From an optimization exercise on the open Yosys and OpenROAD flow, aimed at small area; shortcuts taken in it are not production practice. Only simulation tests tie the RTL to the original design; equivalence was not proved. Power is estimated from default activity; no workload was simulated.

## flow/design.v (module list and top-level ports; edited modules follow where they fit)
// module pcie_us_axi_dma_rd: 1233 lines
// module pcie_us_axi_dma_wr: 859 lines
// module pcie_us_axi_dma: 265 lines
// module pcie_us_axi_dma_x64: 179 lines
module pcie_us_axi_dma_x64 (
    input  wire          clk,
    input  wire          rst,
    input  wire [63:0]   s_axis_rc_tdata,
    input  wire [1:0]    s_axis_rc_tkeep,
    input  wire          s_axis_rc_tvalid,
    output wire          s_axis_rc_tready,
    input  wire          s_axis_rc_tlast,
    input  wire [74:0]   s_axis_rc_tuser,
    output wire [63:0]   m_axis_rq_tdata,
    output wire [1:0]    m_axis_rq_tkeep,
    output wire          m_axis_rq_tvalid,
    input  wire          m_axis_rq_tready,
    output wire          m_axis_rq_tlast,
    output wire [59:0]   m_axis_rq_tuser,
    input  wire [63:0]   s_axis_read_desc_pcie_addr,
    input  wire [31:0]   s_axis_read_desc_axi_addr,
    input  wire [15:0]   s_axis_read_desc_len,
    input  wire [7:0]    s_axis_read_desc_tag,
    input  wire          s_axis_read_desc_valid,
    output wire          s_axis_read_desc_ready,
    output wire [7:0]    m_axis_read_desc_status_tag,
    output wire          m_axis_read_desc_status_valid,
    input  wire [63:0]   s_axis_write_desc_pcie_addr,
    input  wire [31:0]   s_axis_write_desc_axi_addr,
    input  wire [15:0]   s_axis_write_desc_len,
    input  wire [7:0]    s_axis_write_desc_tag,
    input  wire          s_axis_write_desc_valid,
    output wire          s_axis_write_desc_ready,
    output wire [7:0]    m_axis_write_desc_status_tag,
    output wire          m_axis_write_desc_status_valid,
    output wire [7:0]    m_axi_awid,
    output wire [31:0]   m_axi_awaddr,
    output wire [7:0]    m_axi_awlen,
    output wire [2:0]    m_axi_awsize,
    output wire [1:0]    m_axi_awburst,
    output wire          m_axi_awlock,
    output wire [3:0]    m_axi_awcache,
    output wire [2:0]    m_axi_awprot,
    output wire          m_axi_awvalid,
    input  wire          m_axi_awready,
    output wire [63:0]   m_axi_wdata,
    output wire [7:0]    m_axi_wstrb,
    output wire          m_axi_wlast,
    output wire          m_axi_wvalid,
    input  wire          m_axi_wready,
    input  wire [7:0]    m_axi_bid,
    input  wire [1:0]    m_axi_bresp,
    input  wire          m_axi_bvalid,
    output wire          m_axi_bready,
    output wire [7:0]    m_axi_arid,
    output wire [31:0]   m_axi_araddr,
    output wire [7:0]    m_axi_arlen,
    output wire [2:0]    m_axi_arsize,
    output wire [1:0]    m_axi_arburst,
    output wire          m_axi_arlock,
    output wire [3:0]    m_axi_arcache,
    output wire [2:0]    m_axi_arprot,
    output wire          m_axi_arvalid,
    input  wire          m_axi_arready,
    input  wire [7:0]    m_axi_rid,
    input  wire [63:0]   m_axi_rdata,
    input  wire [1:0]    m_axi_rresp,
    input  wire          m_axi_rlast,
    input  wire          m_axi_rvalid,
    output wire          m_axi_rready,
    input  wire          read_enable,
    input  wire          write_enable,
    input  wire          ext_tag_enable,
    input  wire [15:0]   requester_id,
    input  wire          requester_id_enable,
  // ...
==> flow/run.sh <==
#!/bin/bash
# synth_recipe.tcl (not shown) runs the flow's synth.tcl, then flattens the netlist and writes it again
# the make line also repeats each setting of config.mk as NAME=value (left out here)
make -C /OpenROAD-flow-scripts/flow DESIGN_CONFIG=/design/flow/config.mk WORK_HOME=/design/flow/orfs CLKGATE_MAP_FILE= SYNTH_SCRIPT=/design/flow/synth_recipe.tcl finish
==> flow/config.mk <==
export PLATFORM = sky130hd
export DESIGN_NAME = pcie_us_axi_dma_x64
export DESIGN_NICKNAME = pcie_us_axi_dma_x64
export VERILOG_FILES = /design/flow/design.v
export SDC_FILE = /design/flow/constraint.sdc
export NUM_CORES = 8
export LEC_CHECK = 0
export CAP_MARGIN = 20
export CORE_MARGIN = 2
export CORE_UTILIZATION = 60
export CTS_BUF_LIST = sky130_fd_sc_hd__clkbuf_16
export CTS_CLUSTER_DIAMETER = 90
export CTS_CLUSTER_SIZE = 20
export PLACE_DENSITY = 0.7
export SLEW_MARGIN = 20
==> flow/constraint.sdc <==
create_clock -name core_clock -period 10.0 [get_ports {clk}]
set_input_delay 2.0000 -clock core_clock [delete_from_list [all_inputs] [get_ports {clk}]]
set_output_delay 2.0000 -clock core_clock [all_outputs]
set_load 0.01 [all_outputs]
==> results.cfg, run 1 <==
[clock_tree]
insertion_delay_ns = 1.14
cts_tree = built
clkTransAtPathRegs_ns = 0.08
postCtsHoldBufs = 0

[synthesis]
yosysWarnings = 3
synth_top_area_frac = 0.601
synthAdderAreaFrac = 0.0169
synth-simple-area-share = 0.110
synth_edf_count = 5389

[setup_path]
worst-path-buf-inv = 6
cp.required_ns = 10.87
critPathMaxFanout = 22

[placed_design]
placedInstanceArea_um2 = 287000

[finish]
top_regs = dma_inst.pcie_us_axi_dma_rd_inst.pcie_tag_table_axi_addr x2048, dma_inst.pcie_us_axi_dma_rd_inst.op_table_write_count x704
finalCoreUtilization = 0.664
final_cells = 28300
largest_reg_flops = 2048
area_growth_pct = 10.5
drive_gt1_frac = 0.106

[pwr]
power_leader = registers
powerComb_w = 0.00650
seq_power_w = 0.0269

[global_routing]
antenna_found_initial = 202
grt_use_met2 = 0.727
grt_max_degree = 216
top_usage_layer = met2

[drt]
routed_wl_um = 1230000

[status]
outcome = complete, no violations

[die]
core_um2 = 448000
==> inputs of run 2 (changes only) <==
--- a/flow/design.v
+++ b/flow/design.v
@@ -254,18 +254,18 @@
 reg op_table_start_en;
 reg [OP_TAG_WIDTH-1:0] op_table_write_start_ptr;
 reg op_table_write_start_commit;
 reg op_table_write_start_en;
 reg [OP_TAG_WIDTH-1:0] op_table_write_finish_ptr;
 reg op_table_write_finish_en;
 reg op_read_done;
 parameter WR_COUNT_WIDTH = 11;
-localparam [WR_COUNT_WIDTH-1:0] WR_COUNT_ZERO = 11'b00000000001;
-localparam [WR_COUNT_WIDTH-1:0] WR_COUNT_ONE = 11'b00000000010;
+localparam [WR_COUNT_WIDTH-1:0] WR_COUNT_ZERO = 11'b11111111111;
+localparam [WR_COUNT_WIDTH-1:0] WR_COUNT_ONE = 11'b11111111110;
 reg [TAG_WIDTH-1:0] op_table_tag [2**OP_TAG_WIDTH-1:0];
 reg op_table_write_commit [2**OP_TAG_WIDTH-1:0];
 reg [WR_COUNT_WIDTH-1:0] op_table_write_count [2**OP_TAG_WIDTH-1:0];
 reg [OP_TAG_WIDTH-1:0] op_tag_fifo_head_reg, op_tag_fifo_tail_reg;
 reg op_tag_fifo_valid_reg;
 reg [OP_TAG_WIDTH-1:0] op_tag_fifo_wr_tag;
 reg op_tag_fifo_we;
 reg op_tag_fifo_pop;
@@ -966,17 +966,17 @@
         active_tx_count_av_reg <= 1'b1;
     end else begin
         active_tx_count_av_reg <= active_tx_count_reg < TX_LIMIT;
     end
     if (transfer_in_save) begin
         save_axis_tdata_reg <= s_axis_rc_tdata;
     end
     if (init_pcie_tag_reg) begin
-        pcie_tag_table_active[init_count_reg] <= 1'b0;
+        pcie_tag_table_active <= 0;
     end else begin
         if (pcie_tag_table_start_en) begin
             pcie_tag_table_axi_addr[pcie_tag_table_start_ptr] <= pcie_tag_table_start_axi_addr;
             pcie_tag_table_active[pcie_tag_table_start_ptr] <= 1'b1;
         end
         if (pcie_tag_table_finish_en) begin
             pcie_tag_table_active[pcie_tag_table_finish_ptr] <= 1'b0;
         end
@@ -1045,19 +1045,17 @@
     end
     if (op_table_write_start_en) begin
         op_table_write_commit[op_table_write_start_ptr] <= op_table_write_start_commit;
     end else if (op_table_write_start_commit) begin
         op_table_write_commit[op_table_write_start_ptr] <= op_table_write_start_commit;
     end
     for (m = 0; m < 2**OP_TAG_WIDTH; m = m + 1) begin
         if (init_op_tag_reg) begin
-            if (init_count_reg == m) begin
-                op_table_write_count[m] <= WR_COUNT_ZERO;
-            end
+            op_table_write_count[m] <= {1'b1, op_table_write_count[m][WR_COUNT_WIDTH-1:1]};
         end else if (op_table_write_start_en && op_rd_sel[m] && !(op_table_write_finish_en && bid_rd_sel[m])) begin
             op_table_write_count[m] <= {op_table_write_count[m][WR_COUNT_WIDTH-2:0], op_table_write_count[m][10] ^ op_table_write_count[m][8]};
         end else if (op_table_write_finish_en && bid_rd_sel[m] && !(op_table_write_start_en && op_rd_sel[m])) begin
             op_table_write_count[m] <= {op_table_write_count[m][0] ^ op_table_write_count[m][9], op_table_write_count[m][WR_COUNT_WIDTH-1:1]};
         end
     end
     op_tag_link_we = 1'b0;
     if (op_tag_fifo_pop) begin
==> flow/flow/run.sh (new file) <==
#!/bin/bash
# Layout: the standard flow (standard.sh: unchanged synthesis, floorplan, power
# grid, placement, clock tree, routing), with two ORFS settings passed through the
# environment:
#  - BUFFER_PORTS_ARGS: every input and output port still gets its own buffer, but a
#    buf_1 instead of the default cell;
#  - RECOVER_POWER: after global routing, gates on paths with positive slack are
#    downsized (ORFS's recover_power step).
# make's output goes to standard.log in this folder; each tool's full log is under
# orfs/logs/.
set -euo pipefail
export BUFFER_PORTS_ARGS="-buffer_cell sky130_fd_sc_hd__buf_1"
export RECOVER_POWER=100
bash standard.sh > standard.log 2>&1
==> flow/standard.sh (new file) <==
#!/bin/bash
# synth_recipe.tcl (not shown) runs the flow's synth.tcl, then flattens the netlist and writes it again
# the make line also repeats each setting of config.mk as NAME=value (left out here)
make -C /OpenROAD-flow-scripts/flow DESIGN_CONFIG=/design/flow/config.mk WORK_HOME=/design/flow/orfs CLKGATE_MAP_FILE= SYNTH_SCRIPT=/design/flow/synth_recipe.tcl "${@:-finish}"
removed: flow/run.sh
==> results.cfg, run 2 <==
[pwr]
powerComb_w = 0.00467
swShare = 0.261
p_leak_nw = 96.1
p_clk_w = 0.0147
irDropWorstVdd_v = 0.000223
p_int_w = 0.0340
clock_power_share = 0.319
p_per_area_nw_per_um2 = 159
power_leader = registers
switchingPower_w = 0.0120
seq_power_w = 0.0266
power_frac_seq = 0.579
power_frac_comb = 0.102

[synthesis]
syn-cell-area_um2 = 269000
synthTopCellsByCount = 5325 x edfxtp_1, 1848 x nand2_1, 1189 x a22oi_1
synthDistinctLibCells = 108
syn-mean-instance-area_um2 = 12.8
synth_top_area_frac = 0.595
ys_seq_area_frac = 0.623
synth_top_cell_by_area = edfxtp_1
synth_edf_count = 5325
yosysMostFrequentCell = edfxtp_1
synth-main-ff-cell = edfxtp_1
synthArstFlopShare = 0
synth_top_cells_by_area = edfxtp_1 60%, mux2_2 4.0%, a22oi_1 3.3%, dfxtp_1 2.7%, nand2_1 2.6%
ys_seq_elements = 5691
yosysWarnings = 3
syn_inst = 21000

[global_routing]
grt_overflow_total = 0
antenna_found_initial = 199
grt_max_degree = 187
grt_usage = 0.520
grt_pass1_wl_um = 1610000
grt_pass1_vias = 195000

[clock_tree]
cts_buffers = 334
root_buffer = clkbuf_16
insertion_delay_ns = 1.13
cts_tree = built
post_cts.resized_instances = 0
postCtsHoldBufs = 0
cts_buffer_depth = 4
clkTransAtPathRegs_ns = 0.08
cts.sinks = 5691
cts-htree-levels = 5
cts_setup_buffers = 0

[finish]
fillers = 31400
drive_gt1_frac = 0.110
top_regs = dma_inst.pcie_us_axi_dma_rd_inst.pcie_tag_table_axi_addr x2048, dma_inst.pcie_us_axi_dma_rd_inst.op_table_write_count x704
area_growth_pct = 7.98
nets = 22500
regMostFlops = dma_inst.pcie_us_axi_dma_rd_inst.pcie_tag_table_axi_addr
final_common_cell = edfxtp_1
largest_reg_flops = 2048
mostFrequentLayoutCells = 5325 x edfxtp_1, 1842 x nand2_1, 1189 x a22oi_1
final_area_um2 = 290000

[die]
core_um2 = 445000
boundaryPins = 855
die-area_um2 = 453000
rows = 245
die_h_um = 673
die_width_um = 673
start_util = 0.603

[setup_path]
cpPeakStageDelay_ns = 1.80
worst-path-buf-inv = 2
rrSetupSlack_ns = 0.44
worst_path_max_delay_cell = a211oi_1
reg2reg_depth = 13
path_cells = clkbuf_1, nand2_1, nor2_1, a32oi_1, nand4_1, nor4_1, a211oi_1, o211ai_1, or3b_1, clkbuf_1, nor2_1, or2_0
end_kind = flip-flop
setup.worst_path.start_class = input pin
cpLargestDelayFamily = simple AND/OR/NAND/NOR gates
cp_data_arrival_time_ns = 10.30
critPathMaxFanout = 17
critPathLaunch = m_axi_bid[0]
worst-path-stages = 12
crit_type = input pin to flip-flop
r2r-start = dma_inst.pcie_us_axi_dma_rd_inst.op_tag_reg[4]$_DFFE_PP_
cp.required_ns = 10.58

[drt]
vias = 212000
avgViaCountPerCell = 7.63
drtPass1Iterations = 13
routed_wl_um = 1210000
ant_nets = 0
drt-initial-drc-count = 41700
drc = 0
wl_per_cell_um = 43.5

[status]
violatedChecks = capacitance limit, slew limit
outcome = finished with violations

[placed_design]
placedInstanceArea_um2 = 281000
routabilityCongestion = 1.15
io_buffers = 678
hpwl_um = 811000

[timing]
drv_slew = 5783
setup_tns_ns = 0
post-route-period-util = 0.972
finalHoldViolations = 0
finalCriticalPeriod_ns = 9.72
grt_setup_unrepaired = no
tightest_slew_ns = 5.58
slew-limit-headroom = -2.72
setup_viol_count_final = 0
finClkSkew_ns = 0.168
fmax_mhz = 103

[hold_path]
min_path_type = flip-flop to flip-flop
whs_path_depth = 0
hold_path_startpoint = dma_inst.pcie_us_axi_dma_rd_inst.axi_addr_reg[17]$_DFFE_PP_

[run]
drv_cap = 163
run 2: power groups by stage:
stage,logic (W),clock network [W],registers [W]
2_1_floorplan,0.00252,0,0.0270
4_1_cts,0.00438,0.0145,0.0266
3_5_place_dp,0.00434,0,0.0271
3_3_place_gp,0.00426,0,0.0271
run 2: how the worst max path moves through the flow:
stage,endpoint,slack (ns),cells past startpoint
floorplan,flip-flop,0.59,13
global placement,dma_inst.pcie_us_axi_dma_rd_inst.tr_count_reg[1]$_DFFE_PP_,0.80,27
detailed placement,dma_inst.pcie_us_axi_dma_rd_inst.tr_count_reg[2]$_DFFE_PP_,0.84,27
CTS,dma_inst.pcie_us_axi_dma_rd_inst.tr_count_reg[5]$_DFFE_PP_,1.90,27
run 2: logic make-up (layout without fill, tap and decap cells):
logic type      Yosys count  in the layout  synth area share
xor+xnor               1044           1044            0.0341
simple gates           6431           6431             0.117
buf+inv                1796           2361            0.0272
flops                  5691           5691             0.623
fa+ha+maj               477            477            0.0227
mux                    1785           1785            0.0799
other cells               2            281         0.0000280
compound gates         3795           3795            0.0963
run 2: area by class of cell:
type | count | area, um2 | share of cell area
Tap cell | 5928 | 7420 | 0.0256
Antenna cell | 197 | 493 | 0.00170
Clock inverter | 170 | 1360 | 0.00468
Timing Repair Buffer | 1403 | 7360 | 0.0254
Sequential cell | 5691 | 167000 | 0.577
Multi-Input combinational cell | 13600 | 96000 | 0.331
Inverter | 449 | 1690 | 0.00582
Clock buffer | 339 | 8480 | 0.0292
run 2: through the flow:
| step | power (W) | utilization | hold WS [ns] | worst slack [ns] | std cells |
|---|---|---|---|---|---|
| after floorplan | 0.0295 | - | 0.406 | 0.591 | 21100 |
| after global placement | 0.0314 | 0.630 | 0.440 | 0.800 | 27100 |
| after detailed placement | 0.0315 | 0.630 | 0.435 | 0.838 | 27100 |
| after CTS | 0.0455 | 0.653 | 0.455 | 1.90 | 27600 |
| after global routing | 0.0467 | 0.651 | 0.478 | 0.660 | 27700 |
| final | 0.0460 | 0.651 | 0.456 | 0.282 | 27800 |
run 2: metal layers:
| layer | part of all wire | track usage |
|---|---|---|
| met2 | 0.40 | 0.718 |
| met3 | 0.16 | 0.229 |
| met1 | 0.32 | 0.626 |
| met5 | 0.00077 | 0.00840 |
| met4 | 0.11 | 0.427 |

==> static timing again, ports no longer ideal <==
No port has a modelled driver above. Below, the same layouts with a new extraction and two added sets of constraints. Step 1 (the two cells are an assumption about what drives the block):
set clk [get_ports {clk}]
set_driving_cell -lib_cell sky130_fd_sc_hd__clkbuf_16 $clk
set_driving_cell -lib_cell sky130_fd_sc_hd__buf_2 [delete_from_list [all_inputs] $clk]
Step 2 also shifts input and output timing later by t, the mid clock arrival at the registers, as if the neighbouring blocks saw the same clock. Three values: no drivers, after step 1, after step 2; two values: the first two.
run | t, ns | setup WS [ns] | worst slew at a driven data input, ns | pins driven straight from the clock port
run 1 | 1.212 | 0.599 / 0.580 / -0.632 | 0.29 | 1
run 2 | 1.191 | 0.282 / 0.365 / -0.826 | 0.31 | 1
The setup slack of run 1, which loses most, moves by -0.019 ns with the drivers and by -1.231 ns with both steps.
